What follows belongs to an exercise in optimizing a design on an open flow for small area, a short achievable clock period and few clock cycles per item; a production flow would make more cautious choices.
RTL that was checked went through simulation tests only; none was proved equivalent to the original.
Only the layout flow was run in run 2; the RTL was not checked for function there.
Power and IR drop assume default switching activity.

## flow/design.v (module list and top-level ports; edited modules follow where they fit)
// module mant_l1: 1512 lines
// module mant_l2: 300 lines
// module mant_pipe: 16 lines
// module single_prec_mult: 34 lines
module single_prec_mult
  (
    input  wire        clk,
    input  wire        reset,
    input  wire        start,
    input  wire [31:0] a,
    input  wire [31:0] b,
    output wire [31:0] product,
    output reg         mult_done
  );
  // ...
==> flow/flow/run.sh <==
#!/bin/bash
# Standard layout with two changes:
#  - the port buffers are buf_2 cells rather than the resizer's default pick
#    (a slow delay buffer);
#  - after the standard synthesis, polarity.py flips full adders (which are
#    self-dual) and swaps XOR/XNOR gates to remove inverters around them;
#    registers are untouched.
set -euo pipefail
export BUFFER_PORTS_ARGS="-buffer_cell sky130_fd_sc_hd__buf_2"
R="$PWD/orfs/results/$FLOW_PLATFORM/single_prec_mult/base"
bash standard.sh "$R/1_2_yosys.v" > synth.log 2>&1
python3 flow/polarity.py "$R/1_2_yosys.v" "$R/1_2_yosys.pol.v" > polarity.log 2>&1
cp "$R/1_2_yosys.v" "$R/1_2_yosys.std.v"
mv "$R/1_2_yosys.pol.v" "$R/1_2_yosys.v"
bash standard.sh > standard.log 2>&1
==> flow/flow/polarity.py <==
#!/usr/bin/env python3
"""Remove inverters around full adders and XOR gates in a mapped sky130 netlist.

A full adder is self-dual: FA(~a,~b,~c) = (~sum, ~cout).  So a full adder may be
replaced by the same cell fed with the complements of its inputs, its outputs then
carrying the complements.  A 2-input XOR absorbs an inversion of any input or of
its output by becoming an XNOR (and the other way round).  This picks, by local
search, which full adders to flip so that fewest signals need an inverted copy, and rebuilds the inverters: one
inverter per signal whose inverted copy some load still needs.  Everything else
in the netlist (registers included) is kept as it is.

usage: polarity.py IN.v OUT.v
"""
import re, sys, collections

src = open(sys.argv[1]).read()
m = re.search(r'^(module .*?;\n)(.*)^endmodule', src, re.S | re.M)
head, body = m.group(1), m.group(2)
inst_re = re.compile(r'^\s*(sky130_fd_sc_hd__\w+)\s+(\S+)\s*\((.*?)\);\n', re.S | re.M)
decls = []
cells = []
pos = 0
for mm in inst_re.finditer(body):
    pre = body[pos:mm.start()]
    decls.append(pre)
    pins = [(p, n.strip()) for p, n in re.findall(r'\.(\w+)\(([^()]*)\)', mm.group(3))]
    cells.append([mm.group(1), mm.group(2), pins])
    pos = mm.end()
tail = body[pos:]
decl_txt = ''.join(decls)
assert 'assign' not in decl_txt and 'assign' not in tail, 'assign statements not handled'

OUTPINS = {'X', 'Y', 'Q', 'Q_N', 'SUM', 'COUT', 'HI', 'LO'}
def is_inv(t):
    return re.match(r'sky130_fd_sc_hd__(clk)?inv_\d+$', t) is not None
def is_xor(t):
    return re.match(r'sky130_fd_sc_hd__x(n)?or2_\d+$', t) is not None
def xor_swap(t):
    return t.replace('__xor2_', '__XNOR2_').replace('__xnor2_', '__xor2_').replace('__XNOR2_', '__xnor2_')
def is_fa(t):
    return re.match(r'sky130_fd_sc_hd__fa_\d+$', t) is not None

ports_out = set()
for mm in re.finditer(r'^\s*output\s+(\[(\d+):(\d+)\]\s+)?(\S+);', head + decl_txt, re.M):
    name = mm.group(4)
    if mm.group(1):
        hi, lo = int(mm.group(2)), int(mm.group(3))
        for i in range(min(hi, lo), max(hi, lo) + 1):
            ports_out.add('%s[%d]' % (name, i))
    else:
        ports_out.add(name)

driver = {}
for ci, (t, n, pins) in enumerate(cells):
    for p, net in pins:
        if p in OUTPINS:
            driver[net] = (ci, p)
invs = set(ci for ci, c in enumerate(cells) if is_inv(c[0]))
fas = [ci for ci, c in enumerate(cells) if is_fa(c[0])]
xors = set(ci for ci, c in enumerate(cells) if is_xor(c[0]))

def base_of(net):
    par = 0
    seen = 0
    while net in driver and driver[net][0] in invs:
        ci = driver[net][0]
        net = dict(cells[ci][2])['A']
        par ^= 1
        seen += 1
        assert seen < 100
    return net, par

# loads: every input pin of a non-inverter cell, plus output ports driven through inverters
loads = []   # (cell index or None, pin, base, parity)
for ci, (t, n, pins) in enumerate(cells):
    if ci in invs:
        continue
    for pi, (p, net) in enumerate(pins):
        if p in OUTPINS:
            continue
        if net.startswith("1'") or net == '':
            continue
        b, par = base_of(net)
        loads.append((ci, pi, b, par))
# output ports driven by inverters need a load entry too
port_loads = []
for net in ports_out:
    if net in driver and driver[net][0] in invs:
        b, par = base_of(net)
        port_loads.append((net, b, par))

fixed = set()
for ci in fas:
    for p, net in cells[ci][2]:
        if p in ('SUM', 'COUT') and net in ports_out:
            fixed.add(ci)
fa_set = set(fas)
flip = collections.defaultdict(int)

by_base = collections.defaultdict(list)
for L in loads:
    by_base[L[2]].append(L)
for net, b, par in port_loads:
    by_base[b].append((None, net, b, par))
cell_bases = collections.defaultdict(set)   # bases touching an FA (as load or driver)
for b, Ls in by_base.items():
    for L in Ls:
        if L[0] is not None and L[0] in fa_set:
            cell_bases[L[0]].add(b)
            # an FA output feeding an xor: the xor's output base is unaffected
    if b in driver and driver[b][0] in fa_set:
        cell_bases[driver[b][0]].add(b)

def wants(b):
    w = set()
    for ci, pi, bb, par in by_base[b]:
        if ci is not None and ci in xors:
            continue
        f = flip[ci] if ci is not None and ci in fa_set else 0
        w.add(par ^ f)
    return w

def out_pol(b):
    # polarity of the physical net b relative to its original value
    if b in driver:
        dc = driver[b][0]
        if dc in fa_set:
            return flip[dc]
        if dc in xors:
            w = wants(b)
            return min(w) if len(w) == 1 else 0
    return 0

def need_inv(b):
    w = wants(b)
    if b in driver and driver[b][0] in xors:
        return 1 if len(w) > 1 else 0
    d = out_pol(b)
    return 1 if any(x != d for x in w) else 0

def cost_around(ci):
    return sum(need_inv(b) for b in cell_bases[ci])

before = sum(need_inv(b) for b in by_base)
changed = True
passes = 0
while changed and passes < 50:
    changed = False
    passes += 1
    for ci in fas:
        if ci in fixed:
            continue
        c0 = cost_around(ci)
        flip[ci] ^= 1
        c1 = cost_around(ci)
        if c1 < c0:
            changed = True
        else:
            flip[ci] ^= 1
# simulated annealing from the greedy result (deterministic seed)
import random, math
rng = random.Random(1)
cur = sum(need_inv(b) for b in by_base)
best = cur; best_flip = dict(flip)
free = [c for c in fas if c not in fixed]
T = 2.0
for it in range(200000):
    ci = free[rng.randrange(len(free))]
    c0 = cost_around(ci)
    flip[ci] ^= 1
    c1 = cost_around(ci)
    dlt = c1 - c0
    if dlt <= 0 or rng.random() < math.exp(-dlt / T):
        cur += dlt
        if cur < best:
            best = cur; best_flip = dict(flip)
    else:
        flip[ci] ^= 1
    T = max(0.05, 2.0 * (1 - it / 150000.0))
flip = collections.defaultdict(int, best_flip)
after = sum(need_inv(b) for b in by_base)

# rebuild
newcells = []
inv_net = {}
extra_wires = []
cnt = [0]
def inverted(b):
    if b not in inv_net:
        cnt[0] += 1
        nn = '_pol_n%d_' % cnt[0]
        extra_wires.append(nn)
        inv_net[b] = nn
        newcells.append(['sky130_fd_sc_hd__inv_1', '_pol_i%d_' % cnt[0], [('A', b), ('Y', nn)]])
    return inv_net[b]
load_map = {}
xor_fix = collections.defaultdict(int)   # parity of input corrections per xor cell
for b, Ls in by_base.items():
    d = out_pol(b)
    for ci, pi, bb, par in Ls:
        if ci is not None and ci in xors:
            load_map[(ci, pi)] = b
            xor_fix[ci] ^= par ^ d
            continue
        f = flip[ci] if ci is not None and ci in fa_set else 0
        want_inv = par ^ f ^ d
        load_map[(ci, pi)] = inverted(b) if want_inv else b
for ci in xors:
    onet = [net for p, net in cells[ci][2] if p in OUTPINS][0]
    if xor_fix[ci] ^ out_pol(onet):
        cells[ci][0] = xor_swap(cells[ci][0])
        newout = 'Y' if '__xnor2_' in cells[ci][0] else 'X'
        cells[ci][2] = [((newout if p in ('X', 'Y') else p), net) for p, net in cells[ci][2]]
out_cells = []
port_assign = []
for ci, (t, n, pins) in enumerate(cells):
    if ci in invs:
        continue
    newpins = []
    for pi, (p, net) in enumerate(pins):
        if (ci, pi) in load_map:
            net = load_map[(ci, pi)]
        newpins.append((p, net))
    out_cells.append([t, n, newpins])
# output ports that were driven by inverters: drive them with a buffer-free inverter or direct
for (ci, net), nn in ((k, v) for k, v in load_map.items() if k[0] is None):
    pass
for net, b, par in port_loads:
    d = out_pol(b)
    if par ^ d:
        cnt[0] += 1
        out_cells.append(['sky130_fd_sc_hd__inv_1', '_pol_o%d_' % cnt[0], [('A', b), ('Y', net)]])
    else:
        cnt[0] += 1
        out_cells.append(['sky130_fd_sc_hd__buf_1', '_pol_o%d_' % cnt[0], [('A', b), ('X', net)]])
out_cells.extend(newcells)

# drop declarations of nets no longer used? keep them (dangling wires are harmless)
o = [head, decl_txt]
for w in extra_wires:
    o.append('  wire %s;\n' % w)
for t, n, pins in out_cells:
    o.append('  %s %s (\n%s\n  );\n' % (t, n, ',\n'.join('    .%s(%s%s)' % (p, net, ' ' if net.startswith('\\') else '') for p, net in pins)))
o.append(tail)
o.append('endmodule\n')
open(sys.argv[2], 'w').write(''.join(o) + src[m.end():])
sys.stderr.write('polarity: %d FAs, %d flipped, inverters %d -> %d (old inverter cells %d), %d passes\n'
                 % (len(fas), sum(flip[c] for c in fas), before, after, len(invs), passes))
==> flow/standard.sh <==
#!/bin/bash
# synth_recipe.tcl (not shown) runs the flow's synth.tcl, then flattens the netlist and writes it again
# the make line also repeats each setting of config.mk as NAME=value (left out here)
make -C /OpenROAD-flow-scripts/flow DESIGN_CONFIG=/design/flow/config.mk WORK_HOME=/design/flow/orfs CLKGATE_MAP_FILE= SYNTH_SCRIPT=/design/flow/synth_recipe.tcl "${@:-finish}"
==> flow/config.mk <==
export PLATFORM = sky130hd
export DESIGN_NAME = single_prec_mult
export DESIGN_NICKNAME = single_prec_mult
export VERILOG_FILES = /design/flow/design.v
export SDC_FILE = /design/flow/constraint.sdc
export NUM_CORES = 4
export LEC_CHECK = 0
export ABC_AREA = 1
export CAP_MARGIN = 20
export CORE_MARGIN = 2
export CORE_UTILIZATION = 70
export CTS_BUF_LIST = sky130_fd_sc_hd__clkbuf_4 sky130_fd_sc_hd__clkbuf_8
export PLACE_DENSITY = 0.8
export SETUP_SLACK_MARGIN = 0.25
export SLEW_MARGIN = 20
==> flow/constraint.sdc <==
create_clock -name core_clock -period 5.0 [get_ports {clk}]
set_input_delay 1.0000 -clock core_clock [delete_from_list [all_inputs] [get_ports {clk}]]
set_output_delay 1.0000 -clock core_clock [all_outputs]
set_load 0.01 [all_outputs]
==> flow_metrics.env, run 1 <==
export IMPL_status="finished clean"
export IMPL_pwr_share_seq_pct=15.0
export IMPL_clock_skew_ns=0
export IMPL_dieArea_mm2=0.02495
export IMPL_p_total_mw=12.29
export IMPL_power_clock_uw=605
export IMPL_multi_input_area_share_pct=69.92
export IMPL_antenna_found_initial=1
export IMPL_cts_buffers=9
export IMPL_crit_fanout=13
export IMPL_powerDensity_mw_per_mm2=670.7
export IMPL_largest_reg_flops=77
export IMPL_r2r_start="mult_done"
export IMPL_synthCells=1743
export IMPL_peakVddDrop_v=0.0006052
export IMPL_cts_hold_buf=0
export IMPL_met2_length_mm=22.19
export IMPL_die_h_um=158.0
export IMPL_dominant_cell_class="multi-input combinational cells"
export IMPL_power_group_top="combinational logic"
export IMPL_critical_path_class="reg2out"
export IMPL_total_leakage_power_nw=8.003
export IMPL_grt_max_degree=63
export IMPL_crit_end="product[22]"
export IMPL_min_period_over_period_pct=94.19
export IMPL_hp_class="in2async"
export IMPL_final_core_util_pct=78.30
export IMPL_top_regs="mant_pipe.cut_q: 77 flops, e_q: 8 flops"
export IMPL_dp_cells=2148
export IMPL_num_multi_input_gates=1354
export IMPL_clock_fmax_mhz=212.3
export IMPL_pg_seq_mw=1.85
export IMPL_cts_sinks=88
export IMPL_viasPerCell=6.623
Testbench counts, summed over its fixed seeds: cycles 2,048, items 2,048.
==> module mant_l2, before the edit <==
module mant_l2
  (
    input  wire [76:0] q,
    output wire [24:0] p
  );
wire s579;
wire c580;
wire s581;
wire c582;
wire s583;
wire c584;
wire s585;
wire c586;
wire s587;
wire c588;
wire s589;
wire c590;
wire s591;
wire c592;
wire s593;
wire c594;
wire s595;
wire c596;
wire s597;
wire c598;
wire s599;
wire c600;
wire s601;
wire c602;
wire s603;
wire c604;
wire s605;
wire c606;
wire s607;
wire c608;
wire s609;
wire c610;
wire s611;
wire c612;
wire s613;
wire c614;
wire s615;
wire c616;
wire s617;
wire c618;
wire s619;
wire c620;
wire s621;
wire c622;
wire s623;
wire c624;
wire s625;
wire c626;
wire s627;
wire c628;
wire s629;
wire c630;
wire s631;
wire c632;
wire s633;
wire c634;
assign s579 = q[16] ^ q[17];
assign c580 = q[16] & q[17];
assign s581 = q[19] ^ q[20];
assign c582 = q[19] & q[20];
assign s583 = q[21] ^ q[22];
assign c584 = q[21] & q[22];
assign s585 = q[23] ^ q[24];
assign c586 = q[23] & q[24];
assign s587 = q[25] ^ q[26];
assign c588 = q[25] & q[26];
assign s589 = q[27] ^ q[28] ^ q[29];
assign c590 = (q[27] & q[28]) | (q[29] & (q[27] ^ q[28]));
assign s591 = q[30] ^ q[31];
assign c592 = q[30] & q[31];
assign s593 = q[32] ^ q[33] ^ q[34];
assign c594 = (q[32] & q[33]) | (q[34] & (q[32] ^ q[33]));
assign s595 = q[35] ^ q[36];
assign c596 = q[35] & q[36];
assign s597 = q[37] ^ q[38];
assign c598 = q[37] & q[38];
assign s599 = q[39] ^ q[40] ^ q[41];
assign c600 = (q[39] & q[40]) | (q[41] & (q[39] ^ q[40]));
assign s601 = q[42] ^ q[43];
assign c602 = q[42] & q[43];
assign s603 = q[44] ^ q[45];
assign c604 = q[44] & q[45];
assign s605 = q[46] ^ q[47] ^ q[48];
assign c606 = (q[46] & q[47]) | (q[48] & (q[46] ^ q[47]));
assign s607 = q[49] ^ q[50];
assign c608 = q[49] & q[50];
assign s609 = q[51] ^ q[52];
assign c610 = q[51] & q[52];
assign s611 = q[53] ^ q[54];
assign c612 = q[53] & q[54];
assign s613 = q[55] ^ q[56];
assign c614 = q[55] & q[56];
assign s615 = q[57] ^ q[58];
assign c616 = q[57] & q[58];
assign s617 = q[59] ^ q[60];
assign c618 = q[59] & q[60];
assign s619 = q[61] ^ q[62];
assign c620 = q[61] & q[62];
assign s621 = q[63] ^ q[64];
assign c622 = q[63] & q[64];
assign s623 = q[65] ^ q[66];
assign c624 = q[65] & q[66];
assign s625 = q[67] ^ q[68];
assign c626 = q[67] & q[68];
assign s627 = q[69] ^ q[70];
assign c628 = q[69] & q[70];
assign s629 = q[71] ^ q[72];
assign c630 = q[71] & q[72];
assign s631 = q[73] ^ q[74];
assign c632 = q[73] & q[74];
assign s633 = q[75] ^ q[76];
assign c634 = q[75] & q[76];
wire [35:0] fa_a = {c632, c630, c628, c626, c624, c622, c620, c618, c616, c614, c612, c610, c608, s607, c604, c602, s601, c598, c596, s595, c592, s591, c588, c586, c584, c582, c580, q[18], q[14], q[12], q[10], q[8], q[6], q[4], q[2], q[0]};
wire [35:0] fa_b = {s633, s631, s629, s627, s625, s623, s621, s619, s617, s615, s613, s611, s609, c606, s605, s603, c600, s599, s597, c594, s593, c590, s589, s587, s585, s583, s581, s579, q[15], q[13], q[11], q[9], q[7], q[5], q[3], q[1]};
wire [35:0] fg = fa_a & fa_b;
wire [35:0] fp = fa_a ^ fa_b;
wire bg1 = fg[1] | (fp[1] & fg[0]);
wire bp1 = fp[1] & fp[0];
wire bg2 = fg[3] | (fp[3] & fg[2]);
wire bp2 = fp[3] & fp[2];
wire bg3 = fg[5] | (fp[5] & fg[4]);
wire bp3 = fp[5] & fp[4];
wire bg4 = fg[7] | (fp[7] & fg[6]);
wire bp4 = fp[7] & fp[6];
wire bg5 = fg[9] | (fp[9] & fg[8]);
wire bp5 = fp[9] & fp[8];
wire bg6 = fg[11] | (fp[11] & fg[10]);
wire bp6 = fp[11] & fp[10];
wire bg7 = fg[13] | (fp[13] & fg[12]);
wire bp7 = fp[13] & fp[12];
wire bg8 = fg[15] | (fp[15] & fg[14]);
wire bp8 = fp[15] & fp[14];
wire bg9 = fg[17] | (fp[17] & fg[16]);
wire bp9 = fp[17] & fp[16];
wire bg10 = fg[19] | (fp[19] & fg[18]);
wire bp10 = fp[19] & fp[18];
wire bg11 = fg[21] | (fp[21] & fg[20]);
wire bp11 = fp[21] & fp[20];
wire bg12 = fg[23] | (fp[23] & fg[22]);
wire bp12 = fp[23] & fp[22];
wire bg13 = fg[25] | (fp[25] & fg[24]);
wire bp13 = fp[25] & fp[24];
wire bg14 = fg[27] | (fp[27] & fg[26]);
wire bp14 = fp[27] & fp[26];
wire bg15 = fg[29] | (fp[29] & fg[28]);
wire bp15 = fp[29] & fp[28];
wire bg16 = fg[31] | (fp[31] & fg[30]);
wire bp16 = fp[31] & fp[30];
wire bg17 = fg[33] | (fp[33] & fg[32]);
wire bp17 = fp[33] & fp[32];
wire bg18 = fg[35] | (fp[35] & fg[34]);
wire bp18 = fp[35] & fp[34];
wire bg19 = fg[2] | (fp[2] & bg1);
wire bp19 = fp[2] & bp1;
wire bg20 = bg2 | (bp2 & bg1);
wire bp20 = bp2 & bp1;
wire bg21 = fg[6] | (fp[6] & bg3);
wire bp21 = fp[6] & bp3;
wire bg22 = bg4 | (bp4 & bg3);
wire bp22 = bp4 & bp3;
wire bg23 = fg[10] | (fp[10] & bg5);
wire bp23 = fp[10] & bp5;
wire bg24 = bg6 | (bp6 & bg5);
wire bp24 = bp6 & bp5;
wire bg25 = fg[14] | (fp[14] & bg7);
wire bp25 = fp[14] & bp7;
wire bg26 = bg8 | (bp8 & bg7);
wire bp26 = bp8 & bp7;
wire bg27 = fg[18] | (fp[18] & bg9);
wire bp27 = fp[18] & bp9;
wire bg28 = bg10 | (bp10 & bg9);
wire bp28 = bp10 & bp9;
wire bg29 = fg[22] | (fp[22] & bg11);
wire bp29 = fp[22] & bp11;
wire bg30 = bg12 | (bp12 & bg11);
wire bp30 = bp12 & bp11;
wire bg31 = fg[26] | (fp[26] & bg13);
wire bp31 = fp[26] & bp13;
wire bg32 = bg14 | (bp14 & bg13);
wire bp32 = bp14 & bp13;
wire bg33 = fg[30] | (fp[30] & bg15);
wire bp33 = fp[30] & bp15;
wire bg34 = bg16 | (bp16 & bg15);
wire bp34 = bp16 & bp15;
wire bg35 = fg[34] | (fp[34] & bg17);
wire bp35 = fp[34] & bp17;
wire bg36 = bg18 | (bp18 & bg17);
wire bp36 = bp18 & bp17;
wire bg37 = fg[4] | (fp[4] & bg20);
wire bp37 = fp[4] & bp20;
wire bg38 = bg3 | (bp3 & bg20);
wire bp38 = bp3 & bp20;
wire bg39 = bg21 | (bp21 & bg20);
wire bp39 = bp21 & bp20;
wire bg40 = bg22 | (bp22 & bg20);
wire bp40 = bp22 & bp20;
wire bg41 = fg[12] | (fp[12] & bg24);
wire bp41 = fp[12] & bp24;
wire bg42 = bg7 | (bp7 & bg24);
wire bp42 = bp7 & bp24;
wire bg43 = bg25 | (bp25 & bg24);
wire bp43 = bp25 & bp24;
wire bg44 = bg26 | (bp26 & bg24);
wire bp44 = bp26 & bp24;
wire bg45 = fg[20] | (fp[20] & bg28);
wire bp45 = fp[20] & bp28;
wire bg46 = bg11 | (bp11 & bg28);
wire bp46 = bp11 & bp28;
wire bg47 = bg29 | (bp29 & bg28);
wire bp47 = bp29 & bp28;
wire bg48 = bg30 | (bp30 & bg28);
wire bp48 = bp30 & bp28;
wire bg49 = fg[28] | (fp[28] & bg32);
wire bp49 = fp[28] & bp32;
wire bg50 = bg15 | (bp15 & bg32);
wire bp50 = bp15 & bp32;
wire bg51 = bg33 | (bp33 & bg32);
wire bp51 = bp33 & bp32;
wire bg52 = bg34 | (bp34 & bg32);
wire bp52 = bp34 & bp32;
wire bg53 = fg[8] | (fp[8] & bg40);
wire bp53 = fp[8] & bp40;
wire bg54 = bg5 | (bp5 & bg40);
wire bp54 = bp5 & bp40;
wire bg55 = bg23 | (bp23 & bg40);
wire bp55 = bp23 & bp40;
wire bg56 = bg24 | (bp24 & bg40);
wire bp56 = bp24 & bp40;
wire bg57 = bg41 | (bp41 & bg40);
wire bp57 = bp41 & bp40;
wire bg58 = bg42 | (bp42 & bg40);
wire bp58 = bp42 & bp40;
wire bg59 = bg43 | (bp43 & bg40);
wire bp59 = bp43 & bp40;
wire bg60 = bg44 | (bp44 & bg40);
wire bp60 = bp44 & bp40;
wire bg61 = fg[24] | (fp[24] & bg48);
wire bp61 = fp[24] & bp48;
wire bg62 = bg13 | (bp13 & bg48);
wire bp62 = bp13 & bp48;
wire bg63 = bg31 | (bp31 & bg48);
wire bp63 = bp31 & bp48;
wire bg64 = bg32 | (bp32 & bg48);
wire bp64 = bp32 & bp48;
wire bg65 = bg49 | (bp49 & bg48);
wire bp65 = bp49 & bp48;
wire bg66 = bg50 | (bp50 & bg48);
wire bp66 = bp50 & bp48;
wire bg67 = bg51 | (bp51 & bg48);
wire bp67 = bp51 & bp48;
wire bg68 = bg52 | (bp52 & bg48);
wire bp68 = bp52 & bp48;
wire bg69 = fg[16] | (fp[16] & bg60);
wire bp69 = fp[16] & bp60;
wire bg70 = bg9 | (bp9 & bg60);
wire bp70 = bp9 & bp60;
wire bg71 = bg27 | (bp27 & bg60);
wire bp71 = bp27 & bp60;
wire bg72 = bg28 | (bp28 & bg60);
wire bp72 = bp28 & bp60;
wire bg73 = bg45 | (bp45 & bg60);
wire bp73 = bp45 & bp60;
wire bg74 = bg46 | (bp46 & bg60);
wire bp74 = bp46 & bp60;
wire bg75 = bg47 | (bp47 & bg60);
wire bp75 = bp47 & bp60;
wire bg76 = bg48 | (bp48 & bg60);
wire bp76 = bp48 & bp60;
wire bg77 = bg61 | (bp61 & bg60);
wire bp77 = bp61 & bp60;
wire bg78 = bg62 | (bp62 & bg60);
wire bp78 = bp62 & bp60;
wire bg79 = bg63 | (bp63 & bg60);
wire bp79 = bp63 & bp60;
wire bg80 = bg64 | (bp64 & bg60);
wire bp80 = bp64 & bp60;
wire bg81 = bg65 | (bp65 & bg60);
wire bp81 = bp65 & bp60;
wire bg82 = bg66 | (bp66 & bg60);
wire bp82 = bp66 & bp60;
wire bg83 = bg67 | (bp67 & bg60);
wire bp83 = bp67 & bp60;
wire bg84 = bg68 | (bp68 & bg60);
wire bp84 = bp68 & bp60;
wire bg85 = fg[32] | (fp[32] & bg84);
wire bp85 = fp[32] & bp84;
wire bg86 = bg17 | (bp17 & bg84);
wire bp86 = bp17 & bp84;
wire bg87 = bg35 | (bp35 & bg84);
wire bp87 = bp35 & bp84;
wire bg88 = bg36 | (bp36 & bg84);
wire bp88 = bp36 & bp84;
wire [35:0] fsum = {fp[35] ^ bg87, fp[34] ^ bg86, fp[33] ^ bg85, fp[32] ^ bg84, fp[31] ^ bg83, fp[30] ^ bg82, fp[29] ^ bg81, fp[28] ^ bg80, fp[27] ^ bg79, fp[26] ^ bg78, fp[25] ^ bg77, fp[24] ^ bg76, fp[23] ^ bg75, fp[22] ^ bg74, fp[21] ^ bg73, fp[20] ^ bg72, fp[19] ^ bg71, fp[18] ^ bg70, fp[17] ^ bg69, fp[16] ^ bg60, fp[15] ^ bg59, fp[14] ^ bg58, fp[13] ^ bg57, fp[12] ^ bg56, fp[11] ^ bg55, fp[10] ^ bg54, fp[9] ^ bg53, fp[8] ^ bg40, fp[7] ^ bg39, fp[6] ^ bg38, fp[5] ^ bg37, fp[4] ^ bg20, fp[3] ^ bg19, fp[2] ^ bg1, fp[1] ^ fg[0], fp[0]};
assign p = fsum[35:11];
endmodule
==> module mant_pipe, before the edit <==
module mant_pipe
  (
    input  wire        clk,
    input  wire        en,
    input  wire [22:0] x,
    input  wire [22:0] y,
    output wire [24:0] p
  );
wire [76:0] cut;
reg  [76:0] cut_q;
mant_l1 mant_l1 (.x(x), .y(y), .cut(cut));
always @(posedge clk)
  if (en)
    cut_q <= cut;
mant_l2 mant_l2 (.q(cut_q), .p(p));
endmodule
==> inputs of run 2 (changes only) <==
--- a/flow/design.v
+++ b/flow/design.v
@@ -1,13 +1,13 @@
 module mant_l1
   (
     input  wire [22:0] x,
     input  wire [22:0] y,
-    output wire [76:0] cut
+    output wire [71:0] cut
   );
 wire s1;
 wire c2;
 wire s3;
 wire c4;
 wire s5;
 wire c6;
 wire s7;
@@ -973,66 +973,69 @@
 assign s53 = pp3_5 ^ pp4_3 ^ pp5_1;
 assign c54 = (pp3_5 & pp4_3) | (pp5_1 & (pp3_5 ^ pp4_3));
 assign s55 = c42 ^ c44 ^ s51;
 assign c56 = (c42 & c44) | (s51 & (c42 ^ c44));
 assign s57 = s53 ^ c46 ^ s55;
 assign c58 = (s53 & c46) | (s55 & (s53 ^ c46));
 assign s59 = c48 ^ s57;
 assign c60 = c48 & s57;
-wire lc0 = (neg0 & pp0_0);
-wire lc1 = (pp0_1 & 1'b0) | ((pp0_1 | 1'b0) & lc0);
-wire lc2 = (pp1_0 & s1) | ((pp1_0 | s1) & lc1);
-wire lc3 = (c2 & s3) | ((c2 | s3) & lc2);
-wire lc4 = (s5 & s7) | ((s5 | s7) & lc3);
-wire lc5 = (s9 & s11) | ((s9 | s11) & lc4);
-wire lc6 = (s15 & s17) | ((s15 | s17) & lc5);
-wire lc7 = (s21 & s23) | ((s21 | s23) & lc6);
-wire lc8 = (c24 & s31) | ((c24 | s31) & lc7);
-wire lc9 = (s37 & s39) | ((s37 | s39) & lc8);
-wire lc10 = (c40 & s49) | ((c40 | s49) & lc9);
-wire lc11 = (c50 & s59) | ((c50 | s59) & lc10);
 assign s61 = neg6 ^ pp0_12 ^ pp1_10;
 assign c62 = (neg6 & pp0_12) | (pp1_10 & (neg6 ^ pp0_12));
 assign s63 = pp2_8 ^ pp3_6 ^ pp4_4;
 assign c64 = (pp2_8 & pp3_6) | (pp4_4 & (pp2_8 ^ pp3_6));
 assign s65 = pp5_2 ^ pp6_0 ^ c52;
 assign c66 = (pp5_2 & pp6_0) | (c52 & (pp5_2 ^ pp6_0));
 assign s67 = c54 ^ s61 ^ s63;
 assign c68 = (c54 & s61) | (s63 & (c54 ^ s61));
 assign s69 = s65 ^ c56 ^ s67;
 assign c70 = (s65 & c56) | (s67 & (s65 ^ c56));
-assign s71 = c58 ^ s69 ^ c60;
-assign c72 = (c58 & s69) | (c60 & (c58 ^ s69));
+assign s71 = c58 ^ s69;
+assign c72 = c58 & s69;
 assign s73 = pp0_13 ^ pp1_11 ^ pp2_9;
 assign c74 = (pp0_13 & pp1_11) | (pp2_9 & (pp0_13 ^ pp1_11));
 assign s75 = pp3_7 ^ pp4_5 ^ pp5_3;
 assign c76 = (pp3_7 & pp4_5) | (pp5_3 & (pp3_7 ^ pp4_5));
 assign s77 = pp6_1 ^ c62 ^ c64;
 assign c78 = (pp6_1 & c62) | (c64 & (pp6_1 ^ c62));
 assign s79 = s73 ^ s75 ^ c66;
 assign c80 = (s73 & s75) | (c66 & (s73 ^ s75));
 assign s81 = c68 ^ s77 ^ s79;
 assign c82 = (c68 & s77) | (s79 & (c68 ^ s77));
-assign s83 = c70 ^ s81;
-assign c84 = c70 & s81;
+assign s83 = c70 ^ c72;
+assign c84 = c70 & c72;
 assign s85 = neg7 ^ pp0_14 ^ pp1_12;
 assign c86 = (neg7 & pp0_14) | (pp1_12 & (neg7 ^ pp0_14));
 assign s87 = pp2_10 ^ pp3_8 ^ pp4_6;
 assign c88 = (pp2_10 & pp3_8) | (pp4_6 & (pp2_10 ^ pp3_8));
 assign s89 = pp5_4 ^ pp6_2 ^ pp7_0;
 assign c90 = (pp5_4 & pp6_2) | (pp7_0 & (pp5_4 ^ pp6_2));
 assign s91 = c74 ^ c76 ^ s85;
 assign c92 = (c74 & c76) | (s85 & (c74 ^ c76));
 assign s93 = s87 ^ s89 ^ c78;
 assign c94 = (s87 & s89) | (c78 & (s87 ^ s89));
 assign s95 = s91 ^ c80 ^ s93;
 assign c96 = (s91 & c80) | (s93 & (s91 ^ c80));
 assign s97 = c82 ^ s95;
 assign c98 = c82 & s95;
+wire lc0 = (neg0 & pp0_0);
+wire lc1 = (pp0_1 & 1'b0) | ((pp0_1 | 1'b0) & lc0);
+wire lc2 = (pp1_0 & s1) | ((pp1_0 | s1) & lc1);
+wire lc3 = (c2 & s3) | ((c2 | s3) & lc2);
+wire lc4 = (s5 & s7) | ((s5 | s7) & lc3);
+wire lc5 = (s9 & s11) | ((s9 | s11) & lc4);
+wire lc6 = (s15 & s17) | ((s15 | s17) & lc5);
+wire lc7 = (s21 & s23) | ((s21 | s23) & lc6);
+wire lc8 = (c24 & s31) | ((c24 | s31) & lc7);
+wire lc9 = (s37 & s39) | ((s37 | s39) & lc8);
+wire lc10 = (c40 & s49) | ((c40 | s49) & lc9);
+wire lc11 = (c50 & s59) | ((c50 | s59) & lc10);
+wire lc12 = (c60 & s71) | ((c60 | s71) & lc11);
+wire lc13 = (s81 & s83) | ((s81 | s83) & lc12);
+wire lc14 = (c84 & s97) | ((c84 | s97) & lc13);
 assign s99 = pp0_15 ^ pp1_13 ^ pp2_11;
 assign c100 = (pp0_15 & pp1_13) | (pp2_11 & (pp0_15 ^ pp1_13));
 assign s101 = pp3_9 ^ pp4_7 ^ pp5_5;
 assign c102 = (pp3_9 & pp4_7) | (pp5_5 & (pp3_9 ^ pp4_7));
 assign s103 = pp6_3 ^ pp7_1 ^ c86;
 assign c104 = (pp6_3 & pp7_1) | (c86 & (pp6_3 ^ pp7_1));
 assign s105 = c88 ^ c90 ^ s101;
 assign c106 = (c88 & c90) | (s101 & (c88 ^ c90));
@@ -1503,21 +1506,21 @@
 assign s571 = c564 ^ s569 ^ c566;
 assign c572 = (c564 & s569) | (c566 & (c564 ^ s569));
 assign s573 = 1'b1 ^ x[22] ^ pp11_24;
 assign c574 = (1'b1 & x[22]) | (pp11_24 & (1'b1 ^ x[22]));
 assign s575 = c570 ^ s573;
 assign c576 = c570 & s573;
 assign s577 = 1'b1 ^ c574;
 assign c578 = 1'b1 & c574;
-assign cut = {c576, s577, c572, s575, s571, c568, c562, s567, s561, c556, c548, s555, s547, c540, c530, s539, s529, c520, c508, s519, s507, c496, c482, s495, s481, c468, s467, c452, c436, s451, c434, s435, c418, s417, c400, c382, s399, c380, s381, c362, s361, c342, c322, s341, c320, s321, c300, c278, s299, c276, s277, c256, s255, c236, s235, c216, s215, c198, c180, s197, c178, s179, s177, s161, c144, s143, c128, s127, c112, s111, c98, s97, c84, c72, s83, lc11, s71};
+assign cut = {c576, s577, c572, s575, s571, c568, c562, s567, s561, c556, c548, s555, s547, c540, c530, s539, s529, c520, c508, s519, s507, c496, c482, s495, s481, c468, s467, c452, c436, s451, c434, s435, c418, s417, c400, c382, s399, c380, s381, c362, s361, c342, c322, s341, c320, s321, c300, c278, s299, c276, s277, c256, s255, c236, s235, c216, s215, c198, c180, s197, c178, s179, s177, s161, c144, s143, c128, s127, c112, lc14, s111, c98};
 endmodule
 module mant_l2
   (
-    input  wire [76:0] q,
+    input  wire [71:0] q,
     output wire [24:0] p
   );
 wire s579;
 wire c580;
 wire s581;
 wire c582;
 wire s583;
 wire c584;
@@ -1566,76 +1569,96 @@
 wire s627;
 wire c628;
 wire s629;
 wire c630;
 wire s631;
 wire c632;
 wire s633;
 wire c634;
-assign s579 = q[16] ^ q[17];
-assign c580 = q[16] & q[17];
-assign s581 = q[19] ^ q[20];
-assign c582 = q[19] & q[20];
-assign s583 = q[21] ^ q[22];
-assign c584 = q[21] & q[22];
-assign s585 = q[23] ^ q[24];
-assign c586 = q[23] & q[24];
-assign s587 = q[25] ^ q[26];
-assign c588 = q[25] & q[26];
-assign s589 = q[27] ^ q[28] ^ q[29];
-assign c590 = (q[27] & q[28]) | (q[29] & (q[27] ^ q[28]));
-assign s591 = q[30] ^ q[31];
-assign c592 = q[30] & q[31];
-assign s593 = q[32] ^ q[33] ^ q[34];
-assign c594 = (q[32] & q[33]) | (q[34] & (q[32] ^ q[33]));
-assign s595 = q[35] ^ q[36];
-assign c596 = q[35] & q[36];
-assign s597 = q[37] ^ q[38];
-assign c598 = q[37] & q[38];
-assign s599 = q[39] ^ q[40] ^ q[41];
-assign c600 = (q[39] & q[40]) | (q[41] & (q[39] ^ q[40]));
-assign s601 = q[42] ^ q[43];
-assign c602 = q[42] & q[43];
-assign s603 = q[44] ^ q[45];
-assign c604 = q[44] & q[45];
-assign s605 = q[46] ^ q[47] ^ q[48];
-assign c606 = (q[46] & q[47]) | (q[48] & (q[46] ^ q[47]));
-assign s607 = q[49] ^ q[50];
-assign c608 = q[49] & q[50];
-assign s609 = q[51] ^ q[52];
-assign c610 = q[51] & q[52];
-assign s611 = q[53] ^ q[54];
-assign c612 = q[53] & q[54];
-assign s613 = q[55] ^ q[56];
-assign c614 = q[55] & q[56];
-assign s615 = q[57] ^ q[58];
-assign c616 = q[57] & q[58];
-assign s617 = q[59] ^ q[60];
-assign c618 = q[59] & q[60];
-assign s619 = q[61] ^ q[62];
-assign c620 = q[61] & q[62];
-assign s621 = q[63] ^ q[64];
-assign c622 = q[63] & q[64];
-assign s623 = q[65] ^ q[66];
-assign c624 = q[65] & q[66];
-assign s625 = q[67] ^ q[68];
-assign c626 = q[67] & q[68];
-assign s627 = q[69] ^ q[70];
-assign c628 = q[69] & q[70];
-assign s629 = q[71] ^ q[72];
-assign c630 = q[71] & q[72];
-assign s631 = q[73] ^ q[74];
-assign c632 = q[73] & q[74];
-assign s633 = q[75] ^ q[76];
-assign c634 = q[75] & q[76];
-wire [35:0] fa_a = {c632, c630, c628, c626, c624, c622, c620, c618, c616, c614, c612, c610, c608, s607, c604, c602, s601, c598, c596, s595, c592, s591, c588, c586, c584, c582, c580, q[18], q[14], q[12], q[10], q[8], q[6], q[4], q[2], q[0]};
-wire [35:0] fa_b = {s633, s631, s629, s627, s625, s623, s621, s619, s617, s615, s613, s611, s609, c606, s605, s603, c600, s599, s597, c594, s593, c590, s589, s587, s585, s583, s581, s579, q[15], q[13], q[11], q[9], q[7], q[5], q[3], q[1]};
-wire [35:0] fg = fa_a & fa_b;
-wire [35:0] fp = fa_a ^ fa_b;
+wire s635;
+wire c636;
+wire s637;
+wire c638;
+wire s639;
+wire c640;
+wire s641;
+wire c642;
+wire s643;
+wire c644;
+assign s579 = q[0] ^ q[1];
+assign c580 = q[0] & q[1];
+assign s581 = q[3] ^ q[4];
+assign c582 = q[3] & q[4];
+assign s583 = q[5] ^ q[6];
+assign c584 = q[5] & q[6];
+assign s585 = q[7] ^ q[8];
+assign c586 = q[7] & q[8];
+assign s587 = q[10] ^ q[9];
+assign c588 = q[10] & q[9];
+assign s589 = q[11] ^ q[12] ^ q[13];
+assign c590 = (q[11] & q[12]) | (q[13] & (q[11] ^ q[12]));
+assign s591 = q[14] ^ q[15];
+assign c592 = q[14] & q[15];
+assign s593 = q[16] ^ q[17];
+assign c594 = q[16] & q[17];
+assign s595 = q[18] ^ q[19];
+assign c596 = q[18] & q[19];
+assign s597 = q[20] ^ q[21];
+assign c598 = q[20] & q[21];
+assign s599 = q[22] ^ q[23] ^ q[24];
+assign c600 = (q[22] & q[23]) | (q[24] & (q[22] ^ q[23]));
+assign s601 = q[25] ^ q[26];
+assign c602 = q[25] & q[26];
+assign s603 = q[27] ^ q[28] ^ q[29];
+assign c604 = (q[27] & q[28]) | (q[29] & (q[27] ^ q[28]));
+assign s605 = q[30] ^ q[31];
+assign c606 = q[30] & q[31];
+assign s607 = q[32] ^ q[33];
+assign c608 = q[32] & q[33];
+assign s609 = q[34] ^ q[35] ^ q[36];
+assign c610 = (q[34] & q[35]) | (q[36] & (q[34] ^ q[35]));
+assign s611 = q[37] ^ q[38];
+assign c612 = q[37] & q[38];
+assign s613 = q[39] ^ q[40];
+assign c614 = q[39] & q[40];
+assign s615 = q[41] ^ q[42] ^ q[43];
+assign c616 = (q[41] & q[42]) | (q[43] & (q[41] ^ q[42]));
+assign s617 = q[44] ^ q[45];
+assign c618 = q[44] & q[45];
+assign s619 = q[46] ^ q[47];
+assign c620 = q[46] & q[47];
+assign s621 = q[48] ^ q[49];
+assign c622 = q[48] & q[49];
+assign s623 = q[50] ^ q[51];
+assign c624 = q[50] & q[51];
+assign s625 = q[52] ^ q[53];
+assign c626 = q[52] & q[53];
+assign s627 = q[54] ^ q[55];
+assign c628 = q[54] & q[55];
+assign s629 = q[56] ^ q[57];
+assign c630 = q[56] & q[57];
+assign s631 = q[58] ^ q[59];
+assign c632 = q[58] & q[59];
+assign s633 = q[60] ^ q[61];
+assign c634 = q[60] & q[61];
+assign s635 = q[62] ^ q[63];
+assign c636 = q[62] & q[63];
+assign s637 = q[64] ^ q[65];
+assign c638 = q[64] & q[65];
+assign s639 = q[66] ^ q[67];
+assign c640 = q[66] & q[67];
+assign s641 = q[68] ^ q[69];
+assign c642 = q[68] & q[69];
+assign s643 = q[70] ^ q[71];
+assign c644 = q[70] & q[71];
+wire [32:0] fa_a = {c642, c640, c638, c636, c634, c632, c630, c628, c626, c624, c622, c620, c618, s617, c614, c612, s611, c608, c606, s605, c602, s601, c598, c596, c594, c592, s591, c588, c586, c584, c582, c580, q[2]};
+wire [32:0] fa_b = {s643, s641, s639, s637, s635, s633, s631, s629, s627, s625, s623, s621, s619, c616, s615, s613, c610, s609, s607, c604, s603, c600, s599, s597, s595, s593, c590, s589, s587, s585, s583, s581, s579};
+wire [32:0] fg = fa_a & fa_b;
+wire [32:0] fp = fa_a ^ fa_b;
 wire bg1 = fg[1] | (fp[1] & fg[0]);
 wire bp1 = fp[1] & fp[0];
 wire bg2 = fg[3] | (fp[3] & fg[2]);
 wire bp2 = fp[3] & fp[2];
 wire bg3 = fg[5] | (fp[5] & fg[4]);
 wire bp3 = fp[5] & fp[4];
 wire bg4 = fg[7] | (fp[7] & fg[6]);
 wire bp4 = fp[7] & fp[6];
@@ -1658,173 +1681,159 @@
 wire bg13 = fg[25] | (fp[25] & fg[24]);
 wire bp13 = fp[25] & fp[24];
 wire bg14 = fg[27] | (fp[27] & fg[26]);
 wire bp14 = fp[27] & fp[26];
 wire bg15 = fg[29] | (fp[29] & fg[28]);
 wire bp15 = fp[29] & fp[28];
 wire bg16 = fg[31] | (fp[31] & fg[30]);
 wire bp16 = fp[31] & fp[30];
-wire bg17 = fg[33] | (fp[33] & fg[32]);
-wire bp17 = fp[33] & fp[32];
-wire bg18 = fg[35] | (fp[35] & fg[34]);
-wire bp18 = fp[35] & fp[34];
-wire bg19 = fg[2] | (fp[2] & bg1);
-wire bp19 = fp[2] & bp1;
-wire bg20 = bg2 | (bp2 & bg1);
-wire bp20 = bp2 & bp1;
-wire bg21 = fg[6] | (fp[6] & bg3);
-wire bp21 = fp[6] & bp3;
-wire bg22 = bg4 | (bp4 & bg3);
-wire bp22 = bp4 & bp3;
-wire bg23 = fg[10] | (fp[10] & bg5);
-wire bp23 = fp[10] & bp5;
-wire bg24 = bg6 | (bp6 & bg5);
-wire bp24 = bp6 & bp5;
-wire bg25 = fg[14] | (fp[14] & bg7);
-wire bp25 = fp[14] & bp7;
-wire bg26 = bg8 | (bp8 & bg7);
-wire bp26 = bp8 & bp7;
-wire bg27 = fg[18] | (fp[18] & bg9);
-wire bp27 = fp[18] & bp9;
-wire bg28 = bg10 | (bp10 & bg9);
-wire bp28 = bp10 & bp9;
-wire bg29 = fg[22] | (fp[22] & bg11);
-wire bp29 = fp[22] & bp11;
-wire bg30 = bg12 | (bp12 & bg11);
-wire bp30 = bp12 & bp11;
-wire bg31 = fg[26] | (fp[26] & bg13);
-wire bp31 = fp[26] & bp13;
-wire bg32 = bg14 | (bp14 & bg13);
-wire bp32 = bp14 & bp13;
-wire bg33 = fg[30] | (fp[30] & bg15);
-wire bp33 = fp[30] & bp15;
-wire bg34 = bg16 | (bp16 & bg15);
-wire bp34 = bp16 & bp15;
-wire bg35 = fg[34] | (fp[34] & bg17);
-wire bp35 = fp[34] & bp17;
-wire bg36 = bg18 | (bp18 & bg17);
-wire bp36 = bp18 & bp17;
-wire bg37 = fg[4] | (fp[4] & bg20);
-wire bp37 = fp[4] & bp20;
-wire bg38 = bg3 | (bp3 & bg20);
-wire bp38 = bp3 & bp20;
-wire bg39 = bg21 | (bp21 & bg20);
-wire bp39 = bp21 & bp20;
-wire bg40 = bg22 | (bp22 & bg20);
-wire bp40 = bp22 & bp20;
-wire bg41 = fg[12] | (fp[12] & bg24);
-wire bp41 = fp[12] & bp24;
-wire bg42 = bg7 | (bp7 & bg24);
-wire bp42 = bp7 & bp24;
-wire bg43 = bg25 | (bp25 & bg24);
-wire bp43 = bp25 & bp24;
-wire bg44 = bg26 | (bp26 & bg24);
-wire bp44 = bp26 & bp24;
-wire bg45 = fg[20] | (fp[20] & bg28);
-wire bp45 = fp[20] & bp28;
-wire bg46 = bg11 | (bp11 & bg28);
-wire bp46 = bp11 & bp28;
-wire bg47 = bg29 | (bp29 & bg28);
-wire bp47 = bp29 & bp28;
-wire bg48 = bg30 | (bp30 & bg28);
-wire bp48 = bp30 & bp28;
-wire bg49 = fg[28] | (fp[28] & bg32);
-wire bp49 = fp[28] & bp32;
-wire bg50 = bg15 | (bp15 & bg32);
-wire bp50 = bp15 & bp32;
-wire bg51 = bg33 | (bp33 & bg32);
-wire bp51 = bp33 & bp32;
-wire bg52 = bg34 | (bp34 & bg32);
-wire bp52 = bp34 & bp32;
-wire bg53 = fg[8] | (fp[8] & bg40);
-wire bp53 = fp[8] & bp40;
-wire bg54 = bg5 | (bp5 & bg40);
-wire bp54 = bp5 & bp40;
-wire bg55 = bg23 | (bp23 & bg40);
-wire bp55 = bp23 & bp40;
-wire bg56 = bg24 | (bp24 & bg40);
-wire bp56 = bp24 & bp40;
-wire bg57 = bg41 | (bp41 & bg40);
-wire bp57 = bp41 & bp40;
-wire bg58 = bg42 | (bp42 & bg40);
-wire bp58 = bp42 & bp40;
-wire bg59 = bg43 | (bp43 & bg40);
-wire bp59 = bp43 & bp40;
-wire bg60 = bg44 | (bp44 & bg40);
-wire bp60 = bp44 & bp40;
-wire bg61 = fg[24] | (fp[24] & bg48);
-wire bp61 = fp[24] & bp48;
-wire bg62 = bg13 | (bp13 & bg48);
-wire bp62 = bp13 & bp48;
-wire bg63 = bg31 | (bp31 & bg48);
-wire bp63 = bp31 & bp48;
-wire bg64 = bg32 | (bp32 & bg48);
-wire bp64 = bp32 & bp48;
-wire bg65 = bg49 | (bp49 & bg48);
-wire bp65 = bp49 & bp48;
-wire bg66 = bg50 | (bp50 & bg48);
-wire bp66 = bp50 & bp48;
-wire bg67 = bg51 | (bp51 & bg48);
-wire bp67 = bp51 & bp48;
-wire bg68 = bg52 | (bp52 & bg48);
-wire bp68 = bp52 & bp48;
-wire bg69 = fg[16] | (fp[16] & bg60);
-wire bp69 = fp[16] & bp60;
-wire bg70 = bg9 | (bp9 & bg60);
-wire bp70 = bp9 & bp60;
-wire bg71 = bg27 | (bp27 & bg60);
-wire bp71 = bp27 & bp60;
-wire bg72 = bg28 | (bp28 & bg60);
-wire bp72 = bp28 & bp60;
-wire bg73 = bg45 | (bp45 & bg60);
-wire bp73 = bp45 & bp60;
-wire bg74 = bg46 | (bp46 & bg60);
-wire bp74 = bp46 & bp60;
-wire bg75 = bg47 | (bp47 & bg60);
-wire bp75 = bp47 & bp60;
-wire bg76 = bg48 | (bp48 & bg60);
-wire bp76 = bp48 & bp60;
-wire bg77 = bg61 | (bp61 & bg60);
-wire bp77 = bp61 & bp60;
-wire bg78 = bg62 | (bp62 & bg60);
-wire bp78 = bp62 & bp60;
-wire bg79 = bg63 | (bp63 & bg60);
-wire bp79 = bp63 & bp60;
-wire bg80 = bg64 | (bp64 & bg60);
-wire bp80 = bp64 & bp60;
-wire bg81 = bg65 | (bp65 & bg60);
-wire bp81 = bp65 & bp60;
-wire bg82 = bg66 | (bp66 & bg60);
-wire bp82 = bp66 & bp60;
-wire bg83 = bg67 | (bp67 & bg60);
-wire bp83 = bp67 & bp60;
-wire bg84 = bg68 | (bp68 & bg60);
-wire bp84 = bp68 & bp60;
-wire bg85 = fg[32] | (fp[32] & bg84);
-wire bp85 = fp[32] & bp84;
-wire bg86 = bg17 | (bp17 & bg84);
-wire bp86 = bp17 & bp84;
-wire bg87 = bg35 | (bp35 & bg84);
-wire bp87 = bp35 & bp84;
-wire bg88 = bg36 | (bp36 & bg84);
-wire bp88 = bp36 & bp84;
-wire [35:0] fsum = {fp[35] ^ bg87, fp[34] ^ bg86, fp[33] ^ bg85, fp[32] ^ bg84, fp[31] ^ bg83, fp[30] ^ bg82, fp[29] ^ bg81, fp[28] ^ bg80, fp[27] ^ bg79, fp[26] ^ bg78, fp[25] ^ bg77, fp[24] ^ bg76, fp[23] ^ bg75, fp[22] ^ bg74, fp[21] ^ bg73, fp[20] ^ bg72, fp[19] ^ bg71, fp[18] ^ bg70, fp[17] ^ bg69, fp[16] ^ bg60, fp[15] ^ bg59, fp[14] ^ bg58, fp[13] ^ bg57, fp[12] ^ bg56, fp[11] ^ bg55, fp[10] ^ bg54, fp[9] ^ bg53, fp[8] ^ bg40, fp[7] ^ bg39, fp[6] ^ bg38, fp[5] ^ bg37, fp[4] ^ bg20, fp[3] ^ bg19, fp[2] ^ bg1, fp[1] ^ fg[0], fp[0]};
-assign p = fsum[35:11];
+wire bg17 = fg[2] | (fp[2] & bg1);
+wire bp17 = fp[2] & bp1;
+wire bg18 = bg2 | (bp2 & bg1);
+wire bp18 = bp2 & bp1;
+wire bg19 = fg[6] | (fp[6] & bg3);
+wire bp19 = fp[6] & bp3;
+wire bg20 = bg4 | (bp4 & bg3);
+wire bp20 = bp4 & bp3;
+wire bg21 = fg[10] | (fp[10] & bg5);
+wire bp21 = fp[10] & bp5;
+wire bg22 = bg6 | (bp6 & bg5);
+wire bp22 = bp6 & bp5;
+wire bg23 = fg[14] | (fp[14] & bg7);
+wire bp23 = fp[14] & bp7;
+wire bg24 = bg8 | (bp8 & bg7);
+wire bp24 = bp8 & bp7;
+wire bg25 = fg[18] | (fp[18] & bg9);
+wire bp25 = fp[18] & bp9;
+wire bg26 = bg10 | (bp10 & bg9);
+wire bp26 = bp10 & bp9;
+wire bg27 = fg[22] | (fp[22] & bg11);
+wire bp27 = fp[22] & bp11;
+wire bg28 = bg12 | (bp12 & bg11);
+wire bp28 = bp12 & bp11;
+wire bg29 = fg[26] | (fp[26] & bg13);
+wire bp29 = fp[26] & bp13;
+wire bg30 = bg14 | (bp14 & bg13);
+wire bp30 = bp14 & bp13;
+wire bg31 = fg[30] | (fp[30] & bg15);
+wire bp31 = fp[30] & bp15;
+wire bg32 = bg16 | (bp16 & bg15);
+wire bp32 = bp16 & bp15;
+wire bg33 = fg[4] | (fp[4] & bg18);
+wire bp33 = fp[4] & bp18;
+wire bg34 = bg3 | (bp3 & bg18);
+wire bp34 = bp3 & bp18;
+wire bg35 = bg19 | (bp19 & bg18);
+wire bp35 = bp19 & bp18;
+wire bg36 = bg20 | (bp20 & bg18);
+wire bp36 = bp20 & bp18;
+wire bg37 = fg[12] | (fp[12] & bg22);
+wire bp37 = fp[12] & bp22;
+wire bg38 = bg7 | (bp7 & bg22);
+wire bp38 = bp7 & bp22;
+wire bg39 = bg23 | (bp23 & bg22);
+wire bp39 = bp23 & bp22;
+wire bg40 = bg24 | (bp24 & bg22);
+wire bp40 = bp24 & bp22;
+wire bg41 = fg[20] | (fp[20] & bg26);
+wire bp41 = fp[20] & bp26;
+wire bg42 = bg11 | (bp11 & bg26);
+wire bp42 = bp11 & bp26;
+wire bg43 = bg27 | (bp27 & bg26);
+wire bp43 = bp27 & bp26;
+wire bg44 = bg28 | (bp28 & bg26);
+wire bp44 = bp28 & bp26;
+wire bg45 = fg[28] | (fp[28] & bg30);
+wire bp45 = fp[28] & bp30;
+wire bg46 = bg15 | (bp15 & bg30);
+wire bp46 = bp15 & bp30;
+wire bg47 = bg31 | (bp31 & bg30);
+wire bp47 = bp31 & bp30;
+wire bg48 = bg32 | (bp32 & bg30);
+wire bp48 = bp32 & bp30;
+wire bg49 = fg[8] | (fp[8] & bg36);
+wire bp49 = fp[8] & bp36;
+wire bg50 = bg5 | (bp5 & bg36);
+wire bp50 = bp5 & bp36;
+wire bg51 = bg21 | (bp21 & bg36);
+wire bp51 = bp21 & bp36;
+wire bg52 = bg22 | (bp22 & bg36);
+wire bp52 = bp22 & bp36;
+wire bg53 = bg37 | (bp37 & bg36);
+wire bp53 = bp37 & bp36;
+wire bg54 = bg38 | (bp38 & bg36);
+wire bp54 = bp38 & bp36;
+wire bg55 = bg39 | (bp39 & bg36);
+wire bp55 = bp39 & bp36;
+wire bg56 = bg40 | (bp40 & bg36);
+wire bp56 = bp40 & bp36;
+wire bg57 = fg[24] | (fp[24] & bg44);
+wire bp57 = fp[24] & bp44;
+wire bg58 = bg13 | (bp13 & bg44);
+wire bp58 = bp13 & bp44;
+wire bg59 = bg29 | (bp29 & bg44);
+wire bp59 = bp29 & bp44;
+wire bg60 = bg30 | (bp30 & bg44);
+wire bp60 = bp30 & bp44;
+wire bg61 = bg45 | (bp45 & bg44);
+wire bp61 = bp45 & bp44;
+wire bg62 = bg46 | (bp46 & bg44);
+wire bp62 = bp46 & bp44;
+wire bg63 = bg47 | (bp47 & bg44);
+wire bp63 = bp47 & bp44;
+wire bg64 = bg48 | (bp48 & bg44);
+wire bp64 = bp48 & bp44;
+wire bg65 = fg[16] | (fp[16] & bg56);
+wire bp65 = fp[16] & bp56;
+wire bg66 = bg9 | (bp9 & bg56);
+wire bp66 = bp9 & bp56;
+wire bg67 = bg25 | (bp25 & bg56);
+wire bp67 = bp25 & bp56;
+wire bg68 = bg26 | (bp26 & bg56);
+wire bp68 = bp26 & bp56;
+wire bg69 = bg41 | (bp41 & bg56);
+wire bp69 = bp41 & bp56;
+wire bg70 = bg42 | (bp42 & bg56);
+wire bp70 = bp42 & bp56;
+wire bg71 = bg43 | (bp43 & bg56);
+wire bp71 = bp43 & bp56;
+wire bg72 = bg44 | (bp44 & bg56);
+wire bp72 = bp44 & bp56;
+wire bg73 = bg57 | (bp57 & bg56);
+wire bp73 = bp57 & bp56;
+wire bg74 = bg58 | (bp58 & bg56);
+wire bp74 = bp58 & bp56;
+wire bg75 = bg59 | (bp59 & bg56);
+wire bp75 = bp59 & bp56;
+wire bg76 = bg60 | (bp60 & bg56);
+wire bp76 = bp60 & bp56;
+wire bg77 = bg61 | (bp61 & bg56);
+wire bp77 = bp61 & bp56;
+wire bg78 = bg62 | (bp62 & bg56);
+wire bp78 = bp62 & bp56;
+wire bg79 = bg63 | (bp63 & bg56);
+wire bp79 = bp63 & bp56;
+wire bg80 = bg64 | (bp64 & bg56);
+wire bp80 = bp64 & bp56;
+wire bg81 = fg[32] | (fp[32] & bg80);
+wire bp81 = fp[32] & bp80;
+wire [32:0] fsum = {fp[32] ^ bg80, fp[31] ^ bg79, fp[30] ^ bg78, fp[29] ^ bg77, fp[28] ^ bg76, fp[27] ^ bg75, fp[26] ^ bg74, fp[25] ^ bg73, fp[24] ^ bg72, fp[23] ^ bg71, fp[22] ^ bg70, fp[21] ^ bg69, fp[20] ^ bg68, fp[19] ^ bg67, fp[18] ^ bg66, fp[17] ^ bg65, fp[16] ^ bg56, fp[15] ^ bg55, fp[14] ^ bg54, fp[13] ^ bg53, fp[12] ^ bg52, fp[11] ^ bg51, fp[10] ^ bg50, fp[9] ^ bg49, fp[8] ^ bg36, fp[7] ^ bg35, fp[6] ^ bg34, fp[5] ^ bg33, fp[4] ^ bg18, fp[3] ^ bg17, fp[2] ^ bg1, fp[1] ^ fg[0], fp[0]};
+assign p = fsum[32:8];
 endmodule
 module mant_pipe
   (
     input  wire        clk,
     input  wire        en,
     input  wire [22:0] x,
     input  wire [22:0] y,
     output wire [24:0] p
   );
-wire [76:0] cut;
-reg  [76:0] cut_q;
+wire [71:0] cut;
+reg  [71:0] cut_q;
 mant_l1 mant_l1 (.x(x), .y(y), .cut(cut));
 always @(posedge clk)
   if (en)
     cut_q <= cut;
 mant_l2 mant_l2 (.q(cut_q), .p(p));
 endmodule
 module single_prec_mult
   (
==> flow/config.mk (replaced) <==
export PLATFORM = sky130hd
export DESIGN_NAME = single_prec_mult
export DESIGN_NICKNAME = single_prec_mult
export VERILOG_FILES = /design/flow/design.v
export SDC_FILE = /design/flow/constraint.sdc
export NUM_CORES = 4
export LEC_CHECK = 0
export ABC_AREA = 1
export CAP_MARGIN = 20
export CORE_MARGIN = 2
export CORE_UTILIZATION = 70
export CTS_BUF_LIST = sky130_fd_sc_hd__clkbuf_8 sky130_fd_sc_hd__clkbuf_16
export PLACE_DENSITY = 0.8
export SETUP_SLACK_MARGIN = 0.1
export SLEW_MARGIN = 20
==> run 2 against run 1 <==
  * Still clean
  * Power fell by 2.7%
  * Sequential power fell by 6%
  * Sequential share of layout area decreased by 0.49 points
  * Hold slack better by 0.047 ns
  * Count of clock-buffer cells in the layout did not move
  * Design area is 2.4% lower
  * Non-clock buffer count fell by 18
  * Setup slack improved by 0.0017 ns
  * Clock power grew 28%
  * Critical path depth did not move
  * Global-route usage grew 1.0 points
  * Combinational power is 4.1% lower
==> flow_metrics.env, run 2 <==
export IMPL_status="finished clean"
export IMPL_ant_nets=0
export IMPL_min_period_over_period_pct=94.16
export IMPL_rsz0062_at_grt="no"
export IMPL_worstSetupStartpointType="flop"
export IMPL_hp_class="in2async"
export IMPL_clock_fmax_mhz=212.4
export IMPL_end_kind="output port"
export IMPL_finalSetupViolCount=0
export IMPL_largest_reg_flops=72
export IMPL_total_leakage_power_nw=7.656
export IMPL_cts_tree="built"
export IMPL_htree_levels=3
export IMPL_setup_tns_ns=0
export IMPL_power_switching_mw=5.914
export IMPL_cp_cell_sequence="fa_1, ha_1, a21oi_1, o21a_1, nand2_1, nand3_1, nand2_1, buf_4, fa_1, xnor2_1, nand3b_1, o21ai_0, buf_2"
export IMPL_area_growth_syn_to_layout_pct=10.93
export IMPL_viasPerCell=6.833
export IMPL_p_clk_share_pct=6.5
export IMPL_r2r_slack_ns=4.19
export IMPL_p_total_mw=11.96
export IMPL_dieArea_mm2=0.02427
export IMPL_critical_path_class="reg2out"
export IMPL_critPathTopFamily="adder cells"
export IMPL_io_buffers=99
export IMPL_vias=13930
export IMPL_diodes=0
export IMPL_first_iter_violations=2061
export IMPL_grt_pass1_vias=13760
export IMPL_fillers=1509
export IMPL_pwr_share_seq_pct=14.5
export IMPL_core_mm2=0.02264
export IMPL_drt_total_wl_mm=50.59
export IMPL_top_register="mant_pipe.cut_q"
export IMPL_critPathSlowestCell="fa_1"
export IMPL_yosysWarnings=2
export IMPL_area_sequential_mm2=0.002487
export IMPL_pre_cts_ws_ns=0.07118
export IMPL_ctsLongestPathBuffers=2
export IMPL_p_int_mw=6.042
export IMPL_reg2reg_to="mult_done"
export IMPL_grt_overflow=0
export IMPL_grt_pass1_wl_mm=78.36
export IMPL_grt_total_usage_pct=43.19
export IMPL_synthesis_area_mm2=0.01613
export IMPL_fin_crit_ns=4.708
export IMPL_fin_nets=2184
export IMPL_synthCells=1657
export IMPL_worst_r2r_cell_count=1
export IMPL_cts_buffers=9
export IMPL_synth_nets=2093
export IMPL_die_x_um=155.8
export IMPL_combPwrFrac_pct=79.0
export IMPL_r2r_start="mult_done"
export IMPL_clock_latency_ns=0.35
export IMPL_max_slew_margin_rel_pct=38.33
export IMPL_required_ns=4.00
export IMPL_maxSlewViolCount=0
export IMPL_layout_commonest_cell="o22ai_1"
export IMPL_worst_pin_slew_ns=0.9166
export IMPL_place_gp_congestion=0.9990
export IMPL_multi_input_area_mm2=0.01251
export IMPL_top_regs="mant_pipe.cut_q: 72 flops, e_q: 8 flops"
export IMPL_rows=55
export IMPL_final_cell_mix="o22ai_1 (268), fa_1 (252), inv_1 (158), xor2_1 (154), xnor2_1 (141)"
export IMPL_grt_max_degree=49
export IMPL_drive_gt1_share_pct=14.38
export IMPL_ios=100
export IMPL_cp_buffers_inverters=2
export IMPL_avgRoutedWirePerCell_um=24.82
export IMPL_drv_cap=0
export IMPL_start_util_pct=71.24
export IMPL_cp_arrival_ns=3.71
export IMPL_clk_pin_slew_ns=0.09
export IMPL_syn_area_per_cell_um2=9.733
export IMPL_first_pass_iters=6
export IMPL_hold_viol=0
export IMPL_peakVddDrop_v=0.0006615
export IMPL_post_dp_hpwl_mm=39.19
export IMPL_crit_fanout=15
export IMPL_antenna_found_initial=0
export IMPL_clockRootBuffer="clkbuf_16"
export IMPL_cts_sinks=83
export IMPL_critPathMaxStageDelay_ns=0.49
export IMPL_setup_ws_ns=0.2920
export IMPL_swShare_pct=49.46
export IMPL_die_h_um=155.8
export IMPL_clock_skew_ns=0
export IMPL_powerDensity_mw_per_mm2=668.3
export IMPL_drc=0
==> run 2: final cells by class <==
class | count | share of cell area, %
multi-input combinational | 1283 | 69.91
sequential | 83 | 13.90
timing repair buffer | 213 | 9.036
inverter | 158 | 3.336
tap | 285 | 1.993
clock buffer | 9 | 1.259
clock inverter | 7 | 0.5595
==> run 2: worst max path at each step <==
| stage | slack, ns | start | endpoint | cells after the start |
|---|---|---|---|---|
| after floorplan | 0.09 | b[21] | mant_pipe.cut_q[40] | 14 |
| after global placement | 0.07 | b[5] | mant_pipe.cut_q[2] | 16 |
| after detailed placement | 0.07 | b[5] | mant_pipe.cut_q[2] | 16 |
| after CTS | 0.21 | mant_pipe.cut_q[41] | product[20] | 12 |
| after global routing | 0.15 | mant_pipe.cut_q[34] | product[9] | 12 |
| final | 0.29 | mant_pipe.cut_q[11] | product[9] | 13 |
==> run 2: routing by layer <==
layer  wire [µm]  track usage (%)  up-vias
li1            -                -     5857
met1       18920            60.29     6648
met2       21480            63.55     1204
met3        7524            13.50      216
met4        2670            17.08        0
met5           0           0.2070        -
==> run 2: power groups by stage <==
stage	Clock, mW	Combinational [mW]	Sequential [mW]
floorplan	0	6.40	1.70
global placement	0	8.76	1.74
detailed placement	0	9.29	1.76
CTS	0.779	9.35	1.74
global route	0.801	10.6	1.77
finish	0.774	9.44	1.74
==> run 2: through the flow <==
stage	hold slack, ns	instance area (µm²)	std cells	util, %
2_1_floorplan	0.5121	16140	1657	-
3_3_place_gp	0.4445	17540	2021	77.47
3_5_place_dp	0.4841	17540	2021	77.47
4_1_cts	0.4539	17870	2037	78.91
5_1_grt	0.4621	17890	2038	79.02
6_report	0.4651	17890	2038	79.02
==> run 2: repair_timing <==
action	in CTS	in global routing
setup buffers	0	1
gates resized for setup	0	2
endpoints found under the setup margin	0	15
endpoints found under the hold margin	0	0
hold buffers	0	0

re-timing with driven ports:
The flow's constraints put no driver on any port. The routed layouts listed below were extracted and timed again, unchanged, in two steps. Step 1 (the two cells are an assumption about what drives the block):
set clk [get_ports {clk}]
set_driving_cell -lib_cell sky130_fd_sc_hd__clkbuf_16 $clk
set_driving_cell -lib_cell sky130_fd_sc_hd__buf_2 [delete_from_list [all_inputs] $clk]
Step 2 adds t to the input delays and takes it off the output delays; t is the mean of the earliest and latest rising clock arrival at the registers after step 1. Input paths then give back, and output paths get back, about the clock's delay inside the block. a / b / c = no drivers / after step 1 / after step 2; a / b = the first two.
| run | t (ns) | setup slack, ns | pins driven straight from the clock port |
|---|---|---|---|
| run 1 | 0.434 | 0.290 / 0.247 / 0.004 | 1 |
| run 2 | 0.406 | 0.292 / 0.241 / -0.039 | 1 |
With both steps, setup timing fails in run 2, where it was met with ideal ports. For run 2, which loses most, drivers alone change the setup slack by -0.051 ns; drivers and shift together by -0.331 ns.
